What follows belongs to an exercise in optimizing a design on an open flow for small area and a short achievable clock period; a production flow would make more cautious choices. In this exercise RTL edits were held to simulation tests only and were not proved equivalent to the original.

==> flow/design.v (outline; a module is shown in full before it is edited, if it fits) <==
// module fpu: 2648 lines
module fpu (clk, rst, in_valid, op_sel, rsA, rsB, out_valid, rd, exc2fsr);
  // ...
==> flow/flow/run.sh <==
#!/bin/bash
# The standard layout, with one change: the buffers that global placement
# puts on every input and output port get a buf_2 cell instead of the
# clkdlybuf4s50_1 delay cell the resizer picks. Every port still has its buffer.
set -euo pipefail
export POST_GLOBAL_PLACE_TCL="$PWD/flow/port_buffers.tcl"
bash standard.sh > standard.log 2>&1
==> flow/flow/port_buffers.tcl <==
# Sourced by ORFS after global placement (POST_GLOBAL_PLACE_TCL): give the port
# buffers inserted by buffer_ports a buf_2 cell.
set n 0
foreach inst [[ord::get_db_block] getInsts] {
  if {[regexp {^(input|output)[0-9]+$} [$inst getName]] &&
      [[$inst getMaster] getName] eq "sky130_fd_sc_hd__clkdlybuf4s50_1"} {
    replace_cell [$inst getName] sky130_fd_sc_hd__buf_2
    incr n
  }
}
puts "port_buffers.tcl: $n port buffers now sky130_fd_sc_hd__buf_2"
==> flow/standard.sh <==
#!/bin/bash
# synth_recipe.tcl (not shown) runs the flow's synth.tcl, then flattens the netlist and writes it again
# the make line also repeats each setting of config.mk as NAME=value (left out here)
make -C /OpenROAD-flow-scripts/flow DESIGN_CONFIG=/design/flow/config.mk WORK_HOME=/design/flow/orfs CLKGATE_MAP_FILE= SYNTH_SCRIPT=/design/flow/synth_recipe.tcl "${@:-finish}"
==> flow/config.mk <==
export PLATFORM = sky130hd
export DESIGN_NAME = fpu
export DESIGN_NICKNAME = fpu
export VERILOG_FILES = /design/flow/design.v
export SDC_FILE = /design/flow/constraint.sdc
export NUM_CORES = 4
export LEC_CHECK = 0
export ABC_AREA = 1
export CAP_MARGIN = 20
export CORE_MARGIN = 2
export CORE_UTILIZATION = 40
export CTS_CLUSTER_DIAMETER = 100
export CTS_CLUSTER_SIZE = 20
export SLEW_MARGIN = 20
==> flow/constraint.sdc <==
create_clock -name core_clock -period 30.0 [get_ports {clk}]
set_input_delay 6.0000 -clock core_clock [delete_from_list [all_inputs] [get_ports {clk}]]
set_output_delay 6.0000 -clock core_clock [all_outputs]
set_load 0.01 [all_outputs]
==> summary.md, run 1 <==
| Metric | Value |
|---|---|
| Post-synthesis mux area share | 0.237% |
| Setup_tns | 0 ns |
| Starting Density | 40.1% |
| Number of non-clock buffers | 335 |
| Number of flops mapped to enable cells by yosys | 0 |
| Setup WS post-layout | 22.50 ns |
| Crit-path leading delay family | simple AND/OR/NAND/NOR gates |
| Ys flop type | dfxtp_1 |
| Met3 Use GR | 4.93% |
| Antenna Cells | 9 |
| RSZ-0062 raised after global routing | false |
| DP Area | about 120000 um2 |
| Post-synthesis compound-gate area fraction | around a fifth |
| Area grow syn2layout | 5.61% |
| Adder-Cell Fraction of Synth Area | 17.6% |
| Sequential share of cell area | between 10% and 20% |
| Largest Register | st9 |
| Tapcell count | approximately 4000 |
| CP max stage cell | inv_1 |
| Synth Instances | 17800 |
| Top post-synthesis cells by area | dfxtp_1 18%, nand2_1 12%, ha_1 9.4% |
| Inverters | about 2400 |
| GRT Residual Overflow | 0 |
| Least-Margin Pin Slew | 1.35 ns |
| Top class by area | multi-input gates |
| Hold endpoint | st7[92] |
| Slew Viols, Final | 0 |
| Max FFs per register | 102 |
| Worst r2r path cells | 28 |
| Worst setup startpoint | rsB[27] |
| Status | timing/DRC/antenna clean |
| Worst-skew pair later-pin latency | 0.85 ns |
| Clock Skews | 0.0858 ns |
| Die height | 546 um |
| CTS H-tree lvls | 3 |
| Crit. End Element | flip-flop |
| Commonest non-fill, non-tap cell in the layout | nand2_1 |
==> run 2: changes to the inputs <==
--- a/flow/design.v
+++ b/flow/design.v
@@ -21,16 +21,23 @@
 			expZero = (X[30:23] == 8'h00);
 			expInfty = (X[30:23] == 8'hFF);
 			fracZero = (X[22:0] == 23'd0);
 			exnR = (expZero & ~X[22]) ? 2'b00 : (expInfty & fracZero) ? 2'b10 :
 			       (expInfty & ~fracZero) ? 2'b11 : 2'b01;
 			fp32flo = {exnR, X[31], X[30:23], (expZero & X[22]) ? {X[21:0], 1'b0} : X[22:0]};
 		end
 	endfunction
+	function [2:0] floflags(input [31:0] X);
+		reg [33:0] r;
+		begin
+			r = fp32flo(X);
+			floflags = {r[33:32], (X[30:23] == 8'h00) & X[22]};
+		end
+	endfunction
 	function [31:0] flo2fp32(input [33:0] X);
 		reg sX;
 		reg [22:0] fracR;
 		reg [7:0] expR;
 		begin
 			sX = (X[33:32] != 2'b11) ? X[31] : 1'b0;
 			fracR = (X[33:32] == 2'b00) ? 23'd0 :
 			        ((X[30:23] == 8'h00) && X[33:32] == 2'b01) ? {1'b1, X[22:1]} :
@@ -100,21 +107,20 @@
 			found = 1'b0;
 			for (j = 23; j >= 0; j = j - 1)
 				if (x[j] && !found) begin
 					lzc24 = 23 - j;
 					found = 1'b1;
 				end
 		end
 	endfunction
-	reg [33:0] xa0, xb0;
+	reg [31:0] a0, b0;
+	reg [2:0] fa0, fb0;
 	reg [3:0] op0;
 	reg [10:0] vp;
-	wire [31:0] a0;
-	wire [31:0] b0;
 	wire [0:0] isdiv;
 	wire [0:0] issqrt;
 	wire [0:0] ismul;
 	wire [0:0] isadd;
 	wire [0:0] isi2f;
 	wire [0:0] bzero;
 	wire [0:0] a_nan;
 	wire [0:0] b_nan;
@@ -819,16 +825,17 @@
 	wire bm_fs297;
 	wire bm_fc297;
 	wire bm_fs298;
 	wire bm_fc298;
 	wire [47:0] bm_ra;
 	wire [47:0] bm_rb;
 	wire [22:0] m_low;
 	wire [4:0] i2_cnt;
+	wire [31:0] i2_mt;
 	wire [66:0] misc2;
 	wire [24:0] ad3_T;
 	wire [23:0] ad3_mag;
 	wire [24:0] ad3_sum;
 	wire [0:0] ad3_sgn;
 	wire [25:0] mu_p;
 	wire [0:0] mu_or21;
 	wire [9:0] mu_es;
@@ -838,17 +845,17 @@
 	wire [0:0] mu_stk;
 	wire [0:0] mu_grd;
 	wire [0:0] mu_b25;
 	wire [0:0] mu_rnd;
 	wire [32:0] mu_esr;
 	wire [1:0] mu_epx;
 	wire [1:0] mu_fx;
 	wire [31:0] mu_res;
-	wire [31:0] i2_mt;
+	wire [23:0] i2_mt3;
 	wire [22:0] i2_man;
 	wire [7:0] i2_exp;
 	wire [31:0] i2_res;
 	wire [33:0] misc3;
 	wire [24:0] ad4_ms;
 	wire [7:0] ad4_er;
 	wire [4:0] ad4_lz;
 	wire [23:0] ad4_mr;
@@ -1447,31 +1454,29 @@
 	wire [15:0] sq_Xh22_r10 = st10[43:28];
 	wire [0:0] sq_Tl22_r10 = st10[44:44];
 	wire [21:0] sq_Sd22_r10 = st10[66:45];
 	wire [2:0] sq_xsR_r10 = st10[69:67];
 	wire [7:0] sq_eRn1_r10 = st10[77:70];
 	wire [77:0] st10_sqrt = {sq_eRn1_r9, sq_xsR_r9, sq_Sd22, sq_Tl22, sq_Xh22, sq_Th22, sq_Rl22};
 	wire [31:0] rdp4_r10 = st10[77:46];
 	wire [31:0] st10_misc = {rdp4_r9};
-	assign a0 = {xa0[31:23], (xa0[30:23] == 8'd0 && xa0[33:32] == 2'b01) ? {1'b1, xa0[22:1]} : xa0[22:0]};
-	assign b0 = {xb0[31:23], (xb0[30:23] == 8'd0 && xb0[33:32] == 2'b01) ? {1'b1, xb0[22:1]} : xb0[22:0]};
 	assign isdiv = op0 == 4'd3;
 	assign issqrt = op0 == 4'd4 || op0 >= 4'd13;
 	assign ismul = op0 == 4'd2;
 	assign isadd = op0 == 4'd0 || op0 == 4'd1;
 	assign isi2f = op0 == 4'd6;
 	assign bzero = b0 == 32'd0;
 	assign a_nan = (a0[30:23] == 8'hFF) && (a0[22:0] != 23'd0);
 	assign b_nan = (b0[30:23] == 8'hFF) && (b0[22:0] != 23'd0);
 	assign nancmp = a_nan | b_nan;
 	assign nvx = ((op0 == 4'd4) & a0[31]) | (isdiv & bzero);
 	assign dvx = isdiv & bzero;
-	assign xa = xa0;
-	assign xb = xb0;
+	assign xa = {fa0[2:1], a0[31:23], fa0[0] ? {a0[21:0], 1'b0} : a0[22:0]};
+	assign xb = {fb0[2:1], b0[31:23], fb0[0] ? {b0[21:0], 1'b0} : b0[22:0]};
 	assign a_zero = a0[30:0] == 31'd0;
 	assign b_zero = b0[30:0] == 31'd0;
 	assign c_eq = ~nancmp & ((a_zero & b_zero) | (a0 == b0));
 	assign mag_lt = a0[30:0] < b0[30:0];
 	assign mag_gt = ~mag_lt & (a0[30:0] != b0[30:0]);
 	assign c_lt = nancmp ? 1'b0 : (a_zero & b_zero) ? 1'b0 : (a0[31] != b0[31]) ? a0[31] : (~a0[31]) ? mag_lt : mag_gt;
 	assign cmpbit = (op0 == 4'd7) ? c_eq : (op0 == 4'd8) ? (~c_eq | nancmp) : (op0 == 4'd9) ? c_lt : (op0 == 4'd10) ? (c_lt | c_eq) : (op0 == 4'd11) ? (~c_lt & ~c_eq & ~nancmp) : (~c_lt | c_eq);
 	assign f2i_adj = a0[30:23] - 8'd127;
@@ -2163,17 +2168,18 @@
 	assign bm_fs297 = bm_fc251 ^ bm_hs252 ^ 1'b1;
 	assign bm_fc297 = (bm_fc251 & bm_hs252) | (bm_fc251 & 1'b1) | (bm_hs252 & 1'b1);
 	assign bm_fs298 = bm_hc252 ^ bm_nsg_11 ^ bm_pp12[23];
 	assign bm_fc298 = (bm_hc252 & bm_nsg_11) | (bm_hc252 & bm_pp12[23]) | (bm_nsg_11 & bm_pp12[23]);
 	assign bm_ra = {bm_fc297, bm_fc296, bm_fc295, bm_fc294, bm_fc293, bm_fc292, bm_fc291, bm_fc290, bm_fc289, bm_fc288, bm_fc287, bm_fc286, bm_fc285, bm_fc284, bm_fc283, bm_fc282, bm_fc281, bm_fc280, bm_fc279, bm_fc278, bm_fc277, bm_fc276, bm_fc275, bm_fc274, bm_fc273, bm_fc272, bm_fc271, bm_fc270, bm_fc269, bm_fc268, bm_fc267, bm_fc266, bm_fc265, bm_fc264, bm_fc263, bm_fc262, bm_fc261, bm_fc260, bm_fc259, bm_fc258, bm_fc257, bm_fc256, bm_fc255, bm_hc254, bm_hc253, bm_hs253, bm_pp0[1], bm_pp0[0]};
 	assign bm_rb = {bm_fs298, bm_fs297, bm_fs296, bm_fs295, bm_fs294, bm_fs293, bm_fs292, bm_fs291, bm_fs290, bm_fs289, bm_fs288, bm_fs287, bm_fs286, bm_fs285, bm_fs284, bm_fs283, bm_fs282, bm_fs281, bm_fs280, bm_fs279, bm_fs278, bm_fs277, bm_fs276, bm_fs275, bm_fs274, bm_fs273, bm_fs272, bm_fs271, bm_fs270, bm_fs269, bm_fs268, bm_fs267, bm_fs266, bm_fs265, bm_fs264, bm_fs263, bm_fs262, bm_fs261, bm_fs260, bm_fs259, bm_fs258, bm_fs257, bm_fs256, bm_fs255, bm_hs254, bm_ng_1, 1'b0, bm_ng_0};
 	assign m_low = {1'b0, bm_ra[21:0]} + {1'b0, bm_rb[21:0]};
 	assign i2_cnt = lzct(misc1_r1[31:0]) + 5'd1;
-	assign misc2 = isadd_r1 ? {31'd0, misc1_r1[64:62], misc1_r1[61:54], ad2_T} : ismul_r1 ? {bm_ra[47:22], bm_rb[47:22], m_low[22], m_low[21:0] != 22'd0, misc1_r1[12:0]} : isi2f_r1 ? {26'd0, misc1_r1[35:32], i2_cnt, misc1_r1[31:0]} : {35'd0, misc1_r1[31:0]};
+	assign i2_mt = misc1_r1[31:0] << i2_cnt;
+	assign misc2 = isadd_r1 ? {31'd0, misc1_r1[64:62], misc1_r1[61:54], ad2_T} : ismul_r1 ? {bm_ra[47:22], bm_rb[47:22], m_low[22], m_low[21:0] != 22'd0, misc1_r1[12:0]} : isi2f_r1 ? {34'd0, misc1_r1[35:32], i2_cnt, i2_mt[31:8]} : {35'd0, misc1_r1[31:0]};
 	assign ad3_T = misc2_r2[24:0];
 	assign ad3_mag = ad3_T[24] ? (~ad3_T[23:0] + 24'd1) : ad3_T[23:0];
 	assign ad3_sum = misc2_r2[33] ? ad3_T : {1'b0, ad3_mag};
 	assign ad3_sgn = (misc2_r2[33] | ad3_T[24]) ? misc2_r2[35] : misc2_r2[34];
 	assign mu_p = misc2_r2[66:41] + misc2_r2[40:15] + {25'd0, misc2_r2[14]};
 	assign mu_or21 = misc2_r2[13];
 	assign mu_es = misc2_r2[12:3];
 	assign mu_norm = mu_p[25];
@@ -2182,20 +2188,20 @@
 	assign mu_stk = mu_norm ? mu_p[1] : mu_p[0];
 	assign mu_grd = mu_norm ? (mu_p[0] | mu_or21) : mu_or21;
 	assign mu_b25 = mu_norm ? mu_p[2] : mu_p[1];
 	assign mu_rnd = mu_stk & (mu_grd | mu_b25);
 	assign mu_esr = {mu_epn, mu_f} + {32'd0, mu_rnd};
 	assign mu_epx = (mu_esr[32:31] == 2'b00) ? 2'b01 : (mu_esr[32:31] == 2'b01) ? 2'b10 : 2'b00;
 	assign mu_fx = (misc2_r2[1:0] == 2'b11 || misc2_r2[1:0] == 2'b10 || misc2_r2[1:0] == 2'b00) ? misc2_r2[1:0] : mu_epx;
 	assign mu_res = flo2fp32({mu_fx, misc2_r2[2], mu_esr[30:0]});
-	assign i2_mt = misc2_r2[31:0] << misc2_r2[36:32];
-	assign i2_man = i2_mt[31:9] + {22'd0, i2_mt[8]};
-	assign i2_exp = 8'd159 - {3'd0, misc2_r2[36:32]};
-	assign i2_res = (misc2_r2[40:38] == 3'd1) ? 32'hFF800000 : (misc2_r2[40:38] == 3'd2) ? 32'h7F800000 : (misc2_r2[40:38] == 3'd3) ? 32'h7FC00000 : (misc2_r2[40:38] == 3'd4) ? 32'd0 : {misc2_r2[37], i2_exp, i2_man};
+	assign i2_mt3 = misc2_r2[23:0];
+	assign i2_man = i2_mt3[23:1] + {22'd0, i2_mt3[0]};
+	assign i2_exp = 8'd159 - {3'd0, misc2_r2[28:24]};
+	assign i2_res = (misc2_r2[32:30] == 3'd1) ? 32'hFF800000 : (misc2_r2[32:30] == 3'd2) ? 32'h7F800000 : (misc2_r2[32:30] == 3'd3) ? 32'h7FC00000 : (misc2_r2[32:30] == 3'd4) ? 32'd0 : {misc2_r2[29], i2_exp, i2_man};
 	assign misc3 = isadd_r2 ? {ad3_sgn, misc2_r2[32:25], ad3_sum} : {2'd0, ismul_r2 ? mu_res : isi2f_r2 ? i2_res : misc2_r2[31:0]};
 	assign ad4_ms = misc3_r3[24] ? {1'b0, misc3_r3[24:1]} : misc3_r3[24:0];
 	assign ad4_er = misc3_r3[24] ? (misc3_r3[32:25] + 8'd1) : misc3_r3[32:25];
 	assign ad4_lz = lzct({ad4_ms[23:0], 8'hFF});
 	assign ad4_mr = ad4_ms[23:0] << ad4_lz;
 	assign ad4_e2 = ad4_er - {3'd0, ad4_lz};
 	assign ad4_res = ((ad4_ms[23:0] == 24'd0) || (ad4_e2 == 8'd1 && ad4_mr == 24'h800000)) ? 32'd0 : {misc3_r3[33], ad4_e2, ad4_mr[22:0]};
 	assign rdp4 = isadd_r3 ? ad4_res : misc3_r3[31:0];
@@ -2538,18 +2544,20 @@
 	assign rdx = isdiv_r10 ? dv_rd : rdp4_r10;
 	assign f_e = rdx[30:23];
 	assign f_fz = rdx[22:0] == 23'd0;
 	assign f_snan = nancmp_r10 | ((f_e == 8'hFF) & ~f_fz & ~rdx[22]);
 	assign f_sub = (f_e == 8'h00) & ~f_fz;
 	assign rd_n = issqrt_r10 ? sq_rd : rdx;
 	assign exc_n = issqrt_r10 ? sq_exc : {f_snan | nvx_r10, dvx_r10, (f_e == 8'hFF) & f_fz, f_sub, f_sub | f_snan};
 	always @(posedge clk) begin
-		xa0 <= fp32flo(rsA);
-		xb0 <= fp32flo(rsB);
+		a0 <= rsA;
+		b0 <= rsB;
+		fa0 <= floflags(rsA);
+		fb0 <= floflags(rsB);
 		op0 <= op_sel;
 		if (rst) begin
 			vp <= 11'd0;
 			out_valid <= 1'b0;
 		end else begin
 			vp <= {vp[9:0], in_valid};
 			out_valid <= vp[10];
 		end
==> run 2 against run 1 <==
Net effect:
- still clean
- die area down 1.7%
- worst setup slack worse by 0.25 ns
- first-iteration DRC count down 5.3%
- sequential share of layout area up 0.24 points
==> summary.md, run 2 <==
| Metric | Value |
|---|---|
| Status | timing/DRC/antenna clean |
| CP startpoint kind | flip-flop |
| Most frequent cells in the layout | 3426 x nand2_1, 2251 x inv_1, 1684 x o21ai_0 |
| Worst-skew pair later-pin latency | 0.88 ns (+0.03 ns) |
| Post-DP HPWL | 401000 um |
| HP Start | st4[80] |
| # IOs | between 100 and 150 |
| CP max stage cell | dfxtp_1 |
| Worst slack at placement | 22.32 ns |
| Max FFs per register | 102 (unchanged) |
| Ys flop type | dfxtp_1 |
| RSZ-0062 raised after global routing | false |
| Area grow syn2layout | 6.03% |
| Seq cells post-synth | 1047 |
| Largest regs | st9: 102 flops, st8: 99 flops, st7: 96 flops |
| WP data required | 30.73 ns |
| Syn avg cell area | approximately 6.7 um2 |
| CTS buffer count | a little under 90 |
| Worst r2r path cells | 36 (+29%) |
| Die width | 542 um |
| MaxCap Viol Count | 0 |
| Hold path cells | 0 |
| Largest area contributor in the netlist | dfxtp_1 |
| Hold Vio Cnt, Final | 0 |
| Final count of negative-setup-slack endpoints | 0 |
| Die height | 542 um (-0.84%) |
| Drc violations | 0 |
| Share of layout cells above drive strength 1 | under 10% |
| Top-area cell type share of the netlist area | 18.1% |
| Post-synthesis compound-gate area fraction | 22.2% (+1.3 points) |
| Simple-gate share of the synthesized area | 20.8% |
| Fillcell total | 30700 |
| Largest family of logic cells by synthesized area | compound AO/OA/AOI/OAI gates |
| Nets | ~18000 |
| R2R setup slack | 22.25 ns |
| Register Area | 21000 um2 |
| Period utilisation layout | between 20% and 30% |
| Clock slew seen by the registers of the worst setup and hold paths | about 0.08 ns |
| Core area | 288000 um2 |
| First-pass GRT wire length | between 700000 and 800000 um |
| Synth warnings | 1 |
| Commonest non-fill, non-tap cell in the layout | nand2_1 |
| Most frequent cell after synthesis | nand2_1 |
| # Post-CTS Setup Buffers | 0 |
| Syn nets | 18700 |
| Register area share after synthesis | 18.1% |
| Synth Instances | 17300 (-3.1%) |
| Clock root buffer | clkbuf_16 |
| Initial antenna violation count | 24 |
| Largest Register | st9 |
| Starting Density | 40.2% (+0.069 points) |
| Yosys cell types | 83 |
| DR WL/cell | 24.4 um |
| Port Buffers | roughly 110 |
| Antenna Nets Post-Route | 0 |
| Clock Skews | 0.110 ns (+0.0240 ns) |
| XOR/XNOR Fraction of Synth Area | 10.3% |
| WP buf/inv | 6 |
| Reg2reg start | st1[26] |
| Slew Viols, Final | 0 (unchanged) |
| FP Rows | 197 |
| Crit path top cell by count | a21oi_1 |
| Relative slew slack | 17.0% |
| Crit-path max cell delay | ~0.74 ns |
| Number of global-route vias before repair | ~110k |
| HP Class | reg2reg |
| Gr usage total | 33.3% |
| Die area | just under 300000 um2 |
| Fmax | 0.129 GHz |
| Hold endpoint | st5[84] |
| Setup WS post-layout | 22.25 ns (-0.251 ns) |
| Vias/cell | 5.81 |
| Number of flops mapped to enable cells by yosys | 0 (unchanged) |
| Max Buffers Root-to-Sink | 4 |
| Synthesized cell area | 116000 um2 |
| Area of the multi-input gates | a little over 80000 um2 |
| Worst setup path category | reg2reg |
| Ys async rst share | 0% |
| Crit. End Element | flip-flop |
| Crit path DAT | 8.48 ns |
| Hold_buf cts | 0 |
| Vias | 121000 |
| GRT Residual Overflow | 0 (unchanged) |
| CTS tree | built |
| Reg2reg end | st2[26] |
| CTS H-tree lvls | 3 (unchanged) |
| Post-cts sizing count | 0 |
| Post-layout min period | 7.75 ns |
| Final WL | 506000 um |
| Largest net degree at the start of global routing | 102 |
| Drt first pass iters | 7 |
| # clock sinks | 1047 |
| Adder-Cell Fraction of Synth Area | 18.0% (+0.39 points) |
| Crit-path leading delay family | compound AO/OA/AOI/OAI gates |
| Post-synth top cells | 3427 x nand2_1, 2256 x inv_1, 1684 x o21ai_0 |
| CP Max Fanout | 16 |
| Least-Margin Pin Slew | 1.21 ns (-0.137 ns) |
| Iter 0 DRT Violations | 14400 |
| Setup_tns | 0 ns (unchanged) |
| Top post-synthesis cells by area | dfxtp_1 18%, nand2_1 11%, ha_1 9.6% |
| Post-synthesis mux area share | 0.273% (+0.035 points) |
run 2: cell families after synthesis:
kind of cell	after synthesis
buffers and inverters	3140
muxes	31
AOI/OAI and AO/OA	4519
DFF	1047
and+or+nand+nor	5798
xor gates and xnor gates	1363
adders and majority gates	1372
run 2: final cells by class:
cell class | instances | share of cell area (%)
well taps | 3781 | 3.86
clock buffers | 96 | 1.86
clock inverters | 36 | 0.450
inverters | 2362 | 7.23
flip-flops and latches | 1047 | 17.1
multi-input cells | 13100 | 67.5
repair buffers | 353 | 1.94
diodes | 14 | 0.0286
run 2: worst max-delay path by stage:
stage             from      end  slack, ns  cells past startpoint
2_1_floorplan  rsA[28]   fa0[1]      23.02                      2
3_3_place_gp   st1[26]  st2[26]      22.42                     36
3_5_place_dp   st1[26]  st2[26]      22.32                     36
4_1_cts        st1[26]  st2[26]      22.30                     36
5_1_grt        st1[26]  st2[26]      21.49                     36
6_report       st1[26]  st2[26]      22.25                     36
run 2: per-stage QoR:
step / std cells / area, um2 / util, % / hold WS, ns
2_1_floorplan: 17300 / 116000 / - / 0.310
3_3_place_gp: 20600 / 120000 / 41.8 / 0.310
3_5_place_dp: 20600 / 120000 / 41.6 / 0.312
4_1_cts: 20800 / 123000 / 42.6 / 0.292
5_1_grt: 20800 / 123000 / 42.6 / 0.296
6_report: 20800 / 123000 / 42.6 / 0.281
run 2: metal layers:
layer  vias up  part of all wire (%)  track usage, %
met5         -                 0.017               0
met4        14                   7.0            19.5
met3      1348                   9.3            6.23
met2      6179                    43            51.7
met1     56300                    41            42.9
li1      56800                     -               -
==> run 3: changes to the inputs <==
--- a/flow/config.mk
+++ b/flow/config.mk
@@ -8,7 +8,7 @@
 export ABC_AREA = 1
 export CAP_MARGIN = 20
 export CORE_MARGIN = 2
-export CORE_UTILIZATION = 40
+export CORE_UTILIZATION = 55
 export CTS_CLUSTER_DIAMETER = 100
 export CTS_CLUSTER_SIZE = 20
 export SLEW_MARGIN = 20
==> run 3 against run 2 <==
Net effect:
- first-iteration DRC count up 3.6%
- hold slack better by 0.025 ns
- final cell count decreased by 4.8%
- wire length is 5.7% lower
- via count increased by 0.44%
- clock skew fell by 0.027 ns
- critical endpoint is now rd[30]
- fmax rose by 7.2%
- register-to-register slack improved by 0.59 ns
- still clean
- worst setup slack gained 0.52 ns
- global-route usage grew 9.5 points
==> summary.md, run 3 <==
| Metric | Value |
|---|---|
| Status | timing/DRC/antenna clean |
| HP Class | reg2reg |
| Slew Viols, Final | 0 (unchanged) |
| CP max stage cell | dfxtp_1 |
| Setup_tns | 0 ns (unchanged) |
| Largest regs | st9: 102 flops, st8: 99 flops, st7: 96 flops |
| # Post-CTS Setup Buffers | 0 (unchanged) |
| Final WL | 477000 um (-5.7%) |
| Worst-skew pair later-pin latency | 0.79 ns (-0.09 ns) |
| Crit. End Element | output port |
| MaxCap Viol Count | 0 (unchanged) |
| Hold_buf cts | 0 (unchanged) |
| Top-area cell type share of the netlist area | 18.1% (unchanged) |
| Final count of negative-setup-slack endpoints | 0 (unchanged) |
| # clock sinks | 1047 (unchanged) |
| Core area | 209000 um2 (-27%) |
| Fmax | 0.138 GHz (+7.2%) |
| Initial antenna violation count | 28 (+17%) |
| Vias | 121000 (+0.44%) |
| Most frequent cells in the layout | 3426 x nand2_1, 2251 x inv_1, 1684 x o21ai_0 |
| Drt first pass iters | 9 (+2) |
| Max FFs per register | 102 (unchanged) |
| WP data required | 24.00 ns (-6.73 ns) |
| WP buf/inv | 1 (-5) |
| Largest Register | st9 |
| Top post-synthesis cells by area | dfxtp_1 18%, nand2_1 11%, ha_1 9.6% |
| Seq cells post-synth | 1047 (unchanged) |
| Crit path DAT | 1.23 ns (-7.25 ns) |
| Crit-path max cell delay | 0.32 ns (-0.42 ns) |
| Post-layout min period | 7.23 ns (-0.524 ns) |
| Share of layout cells above drive strength 1 | 3.78% (-0.14 points) |
| Placed insts | 19600 (-4.8%) |
| CP Max Fanout | 1 (-15) |
| Post-DP HPWL | 374000 um (-6.7%) |
| Number of global-route vias before repair | 112000 (-0.045%) |
| Largest area contributor in the netlist | dfxtp_1 |
| Crit-path leading delay family | flip-flops |
| Starting Density | 55.2% (+15 points) |
| Die width | 463 um (-15%) |
| Vias/cell | 6.13 (+5.5%) |
| Most frequent cell after synthesis | nand2_1 |
| Yosys cell types | 83 (unchanged) |
| Synth warnings | 1 (unchanged) |
| Clock slew seen by the registers of the worst setup and hold paths | 0.09 ns (about the same) |
| Die area | 214000 um2 (-27%) |
| Post-cts sizing count | 0 (unchanged) |
| Syn avg cell area | 6.70 um2 (unchanged) |
| Hold Vio Cnt, Final | 0 (unchanged) |
| GRT Residual Overflow | 0 (unchanged) |
| Register area share after synthesis | 18.1% (unchanged) |
| Ys flop type | dfxtp_1 |
| Area grow syn2layout | 4.60% |
| CTS H-tree lvls | 3 (unchanged) |
| Period utilisation layout | 24.1% (-1.7 points) |
| FP Rows | 168 (-15%) |
| Non-filler cells, final | 19800 (-4.8%) |
| Syn nets | 18700 (unchanged) |
| Iter 0 DRT Violations | 14900 (+3.6%) |
| Ys async rst share | 0% (unchanged) |
| Synth Instances | 17300 (unchanged) |
| RSZ-0062 raised after global routing | false |
| Worst setup path category | reg2out |
| CTS tree | built |
| Port Buffers | 108 (unchanged) |
| Gr usage total | 42.8% (+9.5 points) |
| Antenna Nets Post-Route | 0 (unchanged) |
| Commonest non-fill, non-tap cell in the layout | nand2_1 |
| Least-Margin Pin Slew | 1.22 ns (+0.00834 ns) |
| Clock Skews | 0.0826 ns (-0.0273 ns) |
| Drc violations | 0 (unchanged) |
| Largest net degree at the start of global routing | 102 (unchanged) |
| CTS buffer count | 76 (-14%) |
| Post-synth top cells | 3427 x nand2_1, 2256 x inv_1, 1684 x o21ai_0 |
| Clock root buffer | clkbuf_16 |
| CP startpoint kind | flip-flop |
| First-pass GRT wire length | 706000 um (-4.6%) |
| Die height | 463 um (-15%) |
| Number of flops mapped to enable cells by yosys | 0 (unchanged) |
| Relative slew slack | 17.7% (+0.68 points) |
| DR WL/cell | 24.1 um (-0.93%) |
| Crit-path cells | buf_2 |
| Synthesized cell area | 116000 um2 (unchanged) |
| Nets | 18400 (-0.11%) |
| Max Buffers Root-to-Sink | 3 (-1) |
| # IOs | 109 (unchanged) |
-- run 3: cells by family (layout without fill, tap and decap cells) --
kind of cell | after synthesis | count (layout) | synth area share, %
AND/OR/NAND/NOR | 5798 | 5798 | 20.8
AO/OA/AOI/OAI | 4519 | 4519 | 22.2
buffers and inverters | 3140 | 2823 | 10.3
adder cells (fa/ha/maj) | 1372 | 1372 | 18.0
XOR/XNOR | 1363 | 1363 | 10.3
flip-flops | 1047 | 1047 | 18.1
multiplexers | 31 | 31 | 0.273
other | 0 | 14 | 0
-- run 3: worst reg2reg max path, delay by kind of cell (launching register included) --
family	cells	cell delay, ns
buffers and inverters	2	0.51
AOI/OAI and AO/OA	12	1.93
DFF	1	0.65
xor gates and xnor gates	3	0.86
and+or+nand+nor	13	1.66
adders and majority gates	4	1.45
-- run 3: through the flow --
step                worst slack (ns)  area, um2  utilization [%]  hold WS, ns
floorplan                      23.02     116000                -        0.310
global placement               22.23     119000             56.8        0.309
detailed placement             22.57     118000             56.6        0.312
CTS                            22.72     121000             57.7        0.312
global route                   22.09     121000             57.8        0.329
finish                         22.77     121000             57.8        0.307
-- run 3: final cells by class --
cell class                      instances  area, um2
Fill cell                           21100      88400
Multi-Input combinational cell      13100      82800
Sequential cell                      1047      21000
Inverter                             2362       8870
Tap cell                             2805       3510
Timing Repair Buffer                  345       2340
Clock buffer                           83       1940
Clock inverter                         33        503
Antenna cell                           14       35.0
-- run 3: metal layers --
| metal | vias up | wire [um] | GRT usage, % |
|---|---|---|---|
| li1 | 56800 | - | - |
| met1 | 55700 | 186000 | 54.5 |
| met3 | 1598 | 52500 | 9.80 |
| met2 | 7069 | 203000 | 65.5 |
| met4 | 20 | 36000 | 26.6 |
| met5 | - | 132 | 0 |
-- run 3: final timing paths --
kind                            depth (start not counted)     from  slack (ns)     end
worst max-delay path                                    1   rd[30]       22.77  rd[30]
worst min-delay path                                    0   dvx_r5        0.31  dvx_r6
worst max register to register                         34  st2[27]       22.84  st3[4]
worst min register to register                          0   dvx_r5        0.31  dvx_r6
==> run 4: changes to the inputs <==
--- a/flow/config.mk
+++ b/flow/config.mk
@@ -8,7 +8,7 @@
 export ABC_AREA = 1
 export CAP_MARGIN = 20
 export CORE_MARGIN = 2
-export CORE_UTILIZATION = 55
+export CORE_UTILIZATION = 65
 export CTS_CLUSTER_DIAMETER = 100
 export CTS_CLUSTER_SIZE = 20
 export SLEW_MARGIN = 20
==> run 4 against run 3 <==
Net effect:
- fmax fell by 0.21%
- global-route usage rose by 8.0 points
- sequential share of layout area rose by 0.14 points
- count of clock-buffer cells in the layout fell by 7
- worst setup slack got worse by 0.015 ns
- wire length rose by 0.29%
- clock skew fell by 0.023 ns
- highest routed layer unchanged
==> summary.md, run 4 <==
| Metric | Value |
|---|---|
| Syn avg cell area | 6.70 um2 (unchanged) |
| Post-synth top cells | 3427 x nand2_1, 2256 x inv_1, 1684 x o21ai_0 |
| First-pass GRT wire length | 706000 um (about the same) |
| Fmax | 0.138 GHz (-0.21%) |
| Port Buffers | 108 (unchanged) |
| DP Area | 118000 um2 (-0.65%) |
| Max FFs per register | 102 (unchanged) |
| CTS tree | built |
| Most frequent cell after synthesis | nand2_1 |
| Nets | 18300 (-0.16%) |
| Post-DP HPWL | 370000 um (-1.2%) |
| WP data required | 30.65 ns (+6.65 ns) |
| Crit path top cell by count | nand2_1 |
| Register area share after synthesis | 18.1% (unchanged) |
| Crit path DAT | 7.89 ns (+6.66 ns) |
| Final WL | 478000 um (+0.29%) |
| Top-area cell type share of the netlist area | 18.1% (unchanged) |
| Least-Margin Pin Slew | 1.29 ns (+0.0657 ns) |
| Synthesized cell area | 116000 um2 (unchanged) |
| CP startpoint kind | flip-flop |
| Clock root buffer | clkbuf_16 |
| CP max stage cell | dfxtp_1 |
| Hold_buf cts | 0 (unchanged) |
| Hold Vio Cnt, Final | 0 (unchanged) |
| Clock slew seen by the registers of the worst setup and hold paths | 0.09 ns (about the same) |
| Largest Register | st9 |
| Antenna Nets Post-Route | 0 (unchanged) |
| Crit-path max cell delay | 0.70 ns (+0.38 ns) |
| Vias/cell | 6.54 (+6.7%) |
| Clock Skews | 0.0591 ns (-0.0235 ns) |
| # Post-CTS Setup Buffers | 0 (unchanged) |
| Slew Viols, Final | 0 (unchanged) |
| Setup WS post-layout | 22.76 ns (-0.0149 ns) |
| Setup_tns | 0 ns (unchanged) |
| GRT Residual Overflow | 0 (unchanged) |
| DR WL/cell | 24.8 um (+2.9%) |
| # clock sinks | 1047 (unchanged) |
| Largest net degree at the start of global routing | 90 (-12%) |
| FP Rows | 154 (-8.3%) |
| Initial antenna violation count | 32 (+14%) |
| Area grow syn2layout | 3.76% |
| Drt first pass iters | 10 (+1) |
| Die area | 181000 um2 (-15%) |
| Iter 0 DRT Violations | 18500 (+24%) |
| Wl on met1 | 167000 um (-10%) |
| Worst slack at placement | 22.85 ns (+0.283 ns) |
| Post-cts sizing count | 0 (unchanged) |
| Core area | 176000 um2 (-16%) |
| Seq cells post-synth | 1047 (unchanged) |
| Synth warnings | 1 (unchanged) |
| Met3 WL | 66500 um (+27%) |
| Top sig layer | met5 |
| Number of global-route vias before repair | 115000 (+3.0%) |
| Worst-skew pair later-pin latency | 0.78 ns (about the same) |
| CTS buffer count | 72 (-5.3%) |
| MaxCap Viol Count | 0 (unchanged) |
| Die height | 426 um (-7.9%) |
| Number of flops mapped to enable cells by yosys | 0 (unchanged) |
| Design area | 120000 um2 (-0.80%) |
| Final count of negative-setup-slack endpoints | 0 (unchanged) |
| # IOs | 109 (unchanged) |
| Starting Density | 65.5% (+10 points) |
| Max Buffers Root-to-Sink | 3 (unchanged) |
| Vias | 126000 (+3.9%) |
| Worst setup path category | reg2reg |
| RSZ-0062 raised after global routing | false |
| Drc violations | 0 (unchanged) |
| Fillcell total | 15700 (-25%) |
| Die width | 426 um (-7.9%) |
| Status | timing/DRC/antenna clean |
| CTS H-tree lvls | 3 (unchanged) |
| Period utilisation layout | 24.1% (+0.050 points) |
| CP Max Fanout | 13 (+12) |
| Synth Instances | 17300 (unchanged) |
| Finished Core Util | 68.0% (+10 points) |
| Syn nets | 18700 (unchanged) |
| Top post-synthesis cells by area | dfxtp_1 18%, nand2_1 11%, ha_1 9.6% |
| Met2 wire length | 195000 um (-4.0%) |
| Commonest non-fill, non-tap cell in the layout | nand2_1 |
| Share of layout cells above drive strength 1 | 3.59% (-0.19 points) |
| Largest area contributor in the netlist | dfxtp_1 |
| Ys flop type | dfxtp_1 |
| Post-layout min period | 7.24 ns (+0.0149 ns) |
| HP Class | reg2reg |
| Relative slew slack | 14.1% (-3.6 points) |
| Most frequent cells in the layout | 3426 x nand2_1, 2251 x inv_1, 1682 x o21ai_0 |
| Ys async rst share | 0% (unchanged) |
| Largest regs | st9: 102 flops, st8: 99 flops, st7: 96 flops |
| Crit. End Element | flip-flop |
| Gr usage total | 50.8% (+8.0 points) |
| Yosys cell types | 83 (unchanged) |
==> run 4: cell counts after synthesis <==
No cell type changed its count.
==> run 4: final timing paths <==
path / from / endpoint / slack [ns] / cells past startpoint
worst min register to register: nvx_r6 / nvx_r7 / 0.32 / 0
worst min-delay path: nvx_r6 / nvx_r7 / 0.32 / 0
worst max register to register: st2[27] / st3[4] / 22.76 / 36
worst max-delay path: st2[27] / st3[4] / 22.76 / 36
==> run 4: kinds of logic after synthesis <==
group | synth area share, %
buffers and inverters | 10.3
adders and majority gates | 18.0
AOI/OAI and AO/OA | 22.2
muxes | 0.273
and+or+nand+nor | 20.8
DFF | 18.1
xor gates and xnor gates | 10.3
==> run 4: per-layer routing <==
metal	GRT usage, %	vias up
met3	14.9	2635
li1	-	56700
met4	42.1	26
met5	0	-
met1	61.0	56900
met2	74.9	9660
==> run 4: layout make-up <==
type | instances | area, um2 | share of cell area [%]
Multi-Input combinational cell | 13100 | 82800 | 69.0
Clock buffer | 76 | 1850 | 1.54
Timing Repair Buffer | 320 | 2140 | 1.78
Antenna cell | 13 | 32.5 | 0.0271
Clock inverter | 26 | 408 | 0.340
Inverter | 2362 | 8870 | 7.39
Sequential cell | 1047 | 21000 | 17.5
Tap cell | 2340 | 2930 | 2.44
==> run 4: stage by stage <==
| step | instances | hold slack (ns) |
|---|---|---|
| floorplan | 17300 | 0.310 |
| global placement | 19200 | 0.310 |
| detailed placement | 19200 | 0.312 |
| CTS | 19300 | 0.329 |
| global route | 19300 | 0.331 |
| finish | 19300 | 0.324 |
==> run 4: critical path, delay by kind of cell (launching register included) <==
family | cells | cell delay [ns]
compound gates | 13 | 2.09
xor+xnor | 2 | 0.70
fa+ha+maj | 4 | 1.24
buf+inv | 3 | 0.71
flops | 1 | 0.70
simple gates | 14 | 1.68

[what the ideal ports hide]
The results above use ideal ports. As a check the final layouts listed here were re-extracted and re-timed, cells and wires unchanged.
Step 1 assumes that a clkbuf_16 drives the clock port and a buf_2 every other input.
Step 2, shift: input delay + t, output delay - t, t = (earliest + latest rising clock arrival at the registers) / 2. This alone moves slack from input paths to output paths.
Slacks: no drivers / after step 1 / after step 2; pairs: no drivers / after step 1.
run	t, ns	setup WS [ns]	worst hold slack (ns)	worst slew at a driven data input, ns
run 1	0.909	22.500 / 22.584 / 21.675	0.273 / 0.273 / 0.273	0.04
run 2	0.947	22.249 / 22.249 / 22.249	0.281 / 0.281 / 0.281	0.05
run 3	0.841	22.773 / 22.684 / 22.525	0.307 / 0.307 / 0.307	0.05
run 4	0.833	22.758 / 22.697 / 22.758	0.324 / 0.324 / 0.324	0.04
After both steps every run listed still meets setup and hold. For run 1, which loses most, drivers alone change the setup slack by +0.084 ns; drivers and shift together by -0.825 ns.
